Context: an optimization exercise on an open-source flow, tuned for small area, a short achievable clock period and few clock cycles. The choices shown serve that exercise and are no tape-out recipe.
Where RTL was checked, it was by simulation tests only, not by an equivalence proof against the original.
Power is estimated from default activity; no workload was simulated.

## job 105
==> flow/design.v <==
module reuleaux(input logic clk, input logic rst_n, input logic [2:0] colour,
                input logic [7:0] centre_x, input logic [6:0] centre_y, input logic [7:0] diameter,
                input logic start, output logic done,
                output logic [7:0] vga_x, output logic [6:0] vga_y,
                output logic [2:0] vga_colour, output logic vga_plot);
function automatic logic [6:0] e1f(input logic [7:0] d);
    e1f[0] = 256'h011337fc880113377eecc880113377feec880113377feecc80113377feecc880 >> d;
    e1f[1] = 256'h011337f0000113377fffffffeecc880000000113377fffffffeecc8800000000 >> d;
    e1f[2] = 256'h011337f0000113377ffffffffffffffffffffeecc88000000000000000000000 >> d;
    e1f[3] = 256'hfeecc80ffffeecc8800000000000000000000000000000000000000000000000 >> d;
    e1f[4] = 256'h0000000000000000000000000000000000000000000000000000000000000000 >> d;
    e1f[5] = 256'h0000000000000000000000000000000000000000000000000000000000000000 >> d;
    e1f[6] = 256'hfffffff000000000000000000000000000000000000000000000000000000000 >> d;
endfunction
function automatic logic [6:0] e3f(input logic [7:0] d);
    e3f[0] = 256'h7fa8faa58055015f157f57fa5feafea8fa818057055f15fe57fa7faafea0ea80 >> d;
    e3f[1] = 256'h8000000affaafea0ea80a800a00000000002ffa8faa0ea00a800800000000000 >> d;
    e3f[2] = 256'h0000000000000000000000000000000000000000000000000000000000000000 >> d;
    e3f[3] = 256'h0000000000000000000000000000000000000000000000000000000000000000 >> d;
    e3f[4] = 256'h0000000000000000000000000000000000000000000000000000000000000000 >> d;
    e3f[5] = 256'h0000000000000000000000000000000000000000000000000000000000000000 >> d;
    e3f[6] = 256'h0000000ffffffffffffffffffffffffffffc0000000000000000000000000000 >> d;
endfunction
function automatic logic [8:0] add8(input logic [7:0] a, input logic [7:0] b, input logic cin);
    logic c;
    logic [8:0] s;
    c = cin;
    for (int i = 0; i < 8; i++) begin
        s[i] = a[i] ^ b[i] ^ c;
        c    = (a[i] & b[i]) | (a[i] & c) | (b[i] & c);
    end
    s[8] = c;
    add8 = s;
endfunction
function automatic logic [8:0] sub8(input logic [7:0] a, input logic [7:0] b);
    sub8 = add8(a, ~b, 1'b1);
endfunction
function automatic logic ge8(input logic [7:0] a, input logic [7:0] b);
    logic c;
    c = 1'b1;
    for (int i = 0; i < 8; i++) c = (a[i] & ~b[i]) | (a[i] & c) | (~b[i] & c);
    ge8 = c;
endfunction
function automatic logic ge_sum(input logic [8:0] a, input logic [8:0] b, input logic [8:0] c,
                                input logic cin);
    logic [8:0] t, k;
    logic cy;
    t  = a ^ b ^ c;
    k  = (a & b) | (a & c) | (b & c);
    cy = (t[0] & cin);
    for (int i = 1; i < 9; i++) cy = (t[i] & k[i-1]) | (t[i] & cy) | (k[i-1] & cy);
    ge_sum = k[8] | cy;
endfunction
function automatic logic lt160(input logic [7:0] x);
    lt160 = !(x[7] && (x[6] || x[5]));
endfunction
localparam logic [1:0] S_IDLE = 2'd0, S_SETUP = 2'd1, S_RUN = 2'd2, S_DONE = 2'd3;
logic [1:0] st;
logic [7:0] cx_r, d_r;
logic [6:0] cy_r;
logic [7:0] x1r, x2r;             
logic       f1, f2;               
logic [6:0] y1r, y3r;             
logic [6:0] h;
logic [8:0] x1w, x2w;
assign h   = d_r[7:1];
assign x1w = add8(cx_r, {1'b0, h}, 1'b0);
assign x2w = sub8(cx_r, {1'b0, h});
logic f1_now;
assign f1_now = x2w[8];
always_ff @(posedge clk) begin
    cx_r       <= centre_x;
    cy_r       <= centre_y;
    d_r        <= diameter;
    vga_colour <= colour;
    x1r        <= x1w[7:0];
    x2r        <= x2w[7:0];
    f1         <= x2w[8];
    f2         <= !x1w[8];
    y1r        <= cy_r + {1'b0, d_r[7:2]} + e1f(d_r);
    y3r        <= cy_r - d_r[7:1] - {3'b0, d_r[7:4]} - e3f(d_r);
end
logic [7:0] ox;
logic [6:0] oy;
logic [8:0] crit;
logic       ph;                   
logic       swa;                  
logic       swp;                  
logic       wfin;                 
logic       dec;                  
logic [6:0] noy;
logic [7:0] nox;
logic [8:0] ncrit;
logic       ndec, nstop, nswa;
logic [7:0] oyx;
assign oyx = {1'b0, oy};
assign swp = (swa & ge8({1'b0, y1r}, ox)) | d_r[7] | (h == 7'd0);
always_comb begin
    noy   = oy + 7'd1;
    ndec  = !(crit[8] || crit == 9'd0);
    nox   = ndec ? ox - 8'd1 : ox;
    ncrit = crit + {1'b0, oy, 1'b1} - (ndec ? {ox, 1'b0} : 9'd0);
    nstop = ge8({1'b0, noy}, nox);
    if (!d_r[7] && h != 7'd0 && swa && ge8(oyx, {1'b0, y1r})) nstop = 1'b1;
    nswa = swa | d_r[7] | ge8({1'b0, noy}, {1'b0, h});
end
logic [7:0] p, q;
assign p = ph ? {1'b0, oy} : ox;
assign q = ph ? ox : {1'b0, oy};
logic [5:0] ev;
always_comb begin
    logic [8:0] s;
    logic wa, wb, q_le_h;
    logic a1, a2, a3p, a3m, u, tp, tm;
    logic [7:0] nh;
    nh      = ~{1'b0, h} + 8'd1;                  
    wa      = ge8(p, {1'b0, h}) & ge8({h, 1'b0}, p);
    wb      = ge8(p, {nh[6:0], 1'b0}) & ge8(nh, p);
    q_le_h  = ge8({1'b0, h}, q);
    s   = add8(x1r, p ^ {8{f2}}, f2);
    a1  = f1 & (f2 ? wa : wb) & lt160(s[7:0]);
    s   = add8(x2r, p ^ {8{!f1}}, !f1);
    a2  = f2 & (f1 ? wa : wb) & lt160(s[7:0]);
    s   = add8(cx_r, q, 1'b0); a3p = f1 & f2 & q_le_h & lt160(s[7:0]);
    s   = sub8(cx_r, q);       a3m = f1 & f2 & q_le_h & lt160(s[7:0]);
    u   = ge8({1'b0, y1r}, q) & (y1r[6:3] != 4'hf || q[7:3] != 5'd0 || q[2:0] > y1r[2:0]);
    s   = add8({1'b0, y3r}, p, 1'b0); tp = !s[8] & !s[7] & (s[6:0] < 7'd120) & ge8({1'b0, s[6:0]}, {1'b0, y1r});
    s   = sub8({1'b0, y3r}, p);       tm = s[8] & (s[6:0] < 7'd120) & ge8({1'b0, s[6:0]}, {1'b0, y1r});
    ev[0] = a1 & u;                             
    ev[1] = a2 & u & !(f1 & f2 & p == {1'b0, h});   
    ev[2] = a3p & tp;                           
    ev[3] = a3m & tp & (q != 8'd0);             
    ev[4] = a3m & tm & (q != 8'd0);             
    ev[5] = a3p & tm;                           
end
logic [5:0] mask, pick, rem;
logic       mph, madv;            
assign pick = {mask[5] & ~|mask[4:0], mask[4] & ~|mask[3:0], mask[3] & ~|mask[2:0],
               mask[2] & ~|mask[1:0], mask[1] & ~mask[0], mask[0]};
assign rem  = mask & ~pick;
logic [7:0] pox;
logic [6:0] poy;
assign pox = ox + {7'd0, madv & dec};
assign poy = oy - {6'd0, madv};
logic a12, selx1, xsub, sely3, ysub;
assign a12   = |pick[1:0];
assign selx1 = pick[0];
assign xsub  = (pick[0] & f2) | (pick[1] & !f1) | pick[3] | pick[4];
assign sely3 = ~a12;
assign ysub  = a12 | pick[4] | pick[5];
logic [7:0] px_c, px_o, py_o;
logic [6:0] py_c;
logic [8:0] pxs, pys;
always_comb begin
    px_c = selx1 ? x1r : pick[1] ? x2r : cx_r;
    px_o = (a12 ^ mph) ? pox : {1'b0, poy};
    py_c = sely3 ? y3r : y1r;
    py_o = (a12 ^ mph) ? {1'b0, poy} : pox;
    pxs  = {1'b0, px_c} + {1'b0, px_o ^ {8{xsub}}} + {8'd0, xsub};
    pys  = {2'b0, py_c} + {1'b0, py_o ^ {8{ysub}}} + {8'd0, ysub};
end
logic load, adv;
assign load = (rem == 6'd0) && !wfin;
assign adv  = ph || !swp;
always_ff @(posedge clk) begin
    vga_x <= pxs[7:0];
    vga_y <= pys[6:0];
    if (!rst_n) begin
        st       <= S_IDLE;
        done     <= 1'b0;
        vga_plot <= 1'b0;
        mask     <= 6'd0;
        wfin     <= 1'b1;
    end else begin
        case (st)
        S_IDLE: begin
            vga_plot <= 1'b0;
            mask     <= 6'd0;
            wfin     <= 1'b1;
            if (start) st <= S_SETUP;
        end
        S_SETUP: begin
            if (!f1_now && !d_r[7]) begin
                st   <= S_DONE;
                done <= 1'b1;
            end else begin
                st   <= S_RUN;
                wfin <= 1'b0;
            end
        end
        S_RUN: begin
            vga_plot <= |mask;
            if (load) begin
                mask <= ev;
                if (adv) wfin <= nstop;
            end else begin
                mask <= rem;
            end
            if (wfin && mask == 6'd0) begin
                st   <= S_DONE;
                done <= 1'b1;
            end
        end
        S_DONE: begin
            vga_plot <= 1'b0;
            if (!start) begin
                st   <= S_IDLE;
                done <= 1'b0;
            end
        end
        endcase
    end
end
always_ff @(posedge clk) begin
    if (st == S_SETUP) begin
        ox   <= d_r;
        oy   <= 7'd0;
        crit <= 9'd1 - {1'b0, d_r};
        ph   <= 1'b0;
        swa  <= d_r[7] || d_r[7:1] == 7'd0;
    end else if (load) begin
        mph  <= ph;
        madv <= adv;
        if (adv) begin
            ox   <= nox;
            oy   <= noy;
            crit <= ncrit;
            dec  <= ndec;
            swa  <= nswa;
            ph   <= 1'b0;
        end else begin
            ph   <= 1'b1;
        end
    end
end
endmodule
clock: 20.0 ns
lec_check: 0
abc_area: 1
cap_margin: 20
core_margin: 2
core_utilization: 40
slew_margin: 20
standard.sh (not shown) runs the stock make flow with config.mk's settings and CLKGATE_MAP_FILE= SYNTH_SCRIPT=/design/flow/synth_recipe.tcl, a recipe that flattens the netlist after the stock synthesis.
==> flow/flow/run.sh <==
#!/bin/bash
# The standard layout (the standard.sh: standard synthesis, then ORFS to
# finish), with one change: the buffers that ORFS puts on every input and
# output port are sky130_fd_sc_hd__buf_2 instead of the resizer's default pick.
set -euo pipefail
export BUFFER_PORTS_ARGS="-buffer_cell sky130_fd_sc_hd__buf_2"
bash standard.sh > standard.log 2>&1
Testbench counts of job 105, summed over its fixed seeds: cycles 14,257.
The inputs of job 102 differ from those of job 105 as listed below.
--- a/flow/design.v
+++ b/flow/design.v
@@ -85,24 +85,26 @@
 logic [8:0] crit;
 logic       ph;                   
 logic       swa;                  
+logic       swc;                  
 logic       swp;                  
 logic       wfin;                 
 logic       dec;                  
 logic [6:0] noy;
 logic [7:0] nox;
 logic [8:0] ncrit;
-logic       ndec, nstop, nswa;
+logic       ndec, nstop, nswa, nswc;
 logic [7:0] oyx;
 assign oyx = {1'b0, oy};
-assign swp = (swa & ge8({1'b0, y1r}, ox)) | d_r[7] | (h == 7'd0);
+assign swp = (swa & ge8({1'b0, y1r}, ox)) | swc;
 always_comb begin
     noy   = oy + 7'd1;
     ndec  = !(crit[8] || crit == 9'd0);
     nox   = ndec ? ox - 8'd1 : ox;
     ncrit = crit + {1'b0, oy, 1'b1} - (ndec ? {ox, 1'b0} : 9'd0);
     nstop = ge8({1'b0, noy}, nox);
-    if (!d_r[7] && h != 7'd0 && swa && ge8(oyx, {1'b0, y1r})) nstop = 1'b1;
+    if (!d_r[7] && h != 7'd0 && ge8(oyx, {1'b0, y1r}) && ge8(oyx, {1'b0, h})) nstop = 1'b1;
     nswa = swa | d_r[7] | ge8({1'b0, noy}, {1'b0, h});
+    nswc = swc | ge8({1'b0, h}, nox);
 end
 logic [7:0] p, q;
 assign p = ph ? {1'b0, oy} : ox;
@@ -218,6 +220,7 @@
         crit <= 9'd1 - {1'b0, d_r};
         ph   <= 1'b0;
         swa  <= d_r[7] || d_r[7:1] == 7'd0;
+        swc  <= d_r[7:1] == 7'd0;
     end else if (load) begin
         mph  <= ph;
         madv <= adv;
@@ -227,6 +230,7 @@
             crit <= ncrit;
             dec  <= ndec;
             swa  <= nswa;
+            swc  <= nswc;
             ph   <= 1'b0;
         end else begin
             ph   <= 1'b1;
Findings:
- Having completed the whole flow, job 102 delivered a layout that passed the timing, DRC and antenna checks.
- Die area: job 102 and job 105 compared, lower one is job 105
- Compared with job 105, job 102 is the more power-hungry design.
- In job 102 relative to job 105, number of multi-input logic gates had gone up by a few percent.
- [diff] synthesized area, job 102 relative to job 105: regression
- The final reports for job 102 and job 105 show worst setup slack lower in the former.
- In job 102, the power in sequential cells came out about 2% above the value in job 105.
- In job 102 the met1 wire length turned out 7.6% higher than in job 105.
- Comparing the two runs side by side, job 102 comes out behind job 105 on via count.
No functional check of the RTL was part of job 102.

## re-timing with driven ports
Ports are ideal in the flow. The routed layouts listed here were re-timed in OpenROAD. Step 1: set_driving_cell puts a clkbuf_16 on clk and a buf_2 on each other input, an assumption about the parent block. Step 2, shift: input delay + t, output delay - t, t = (earliest + latest rising clock arrival at the registers) / 2. This alone moves slack from input paths to output paths. Slacks: ideal / step 1 / step 2; pairs: ideal / step 1.
run | shift t [ns] | slack for setup (ns) | worst data-port slew with drivers (ns)
job 105 | 0.411 | 15.165 / 15.117 / 15.095 | 0.03
job 102 | 0.473 | 15.123 / 15.075 / 15.107 | 0.03
After both steps setup and hold are still met in every run listed. The setup slack of job 105, which loses most, moves by -0.048 ns with the drivers and by -0.070 ns with both steps.
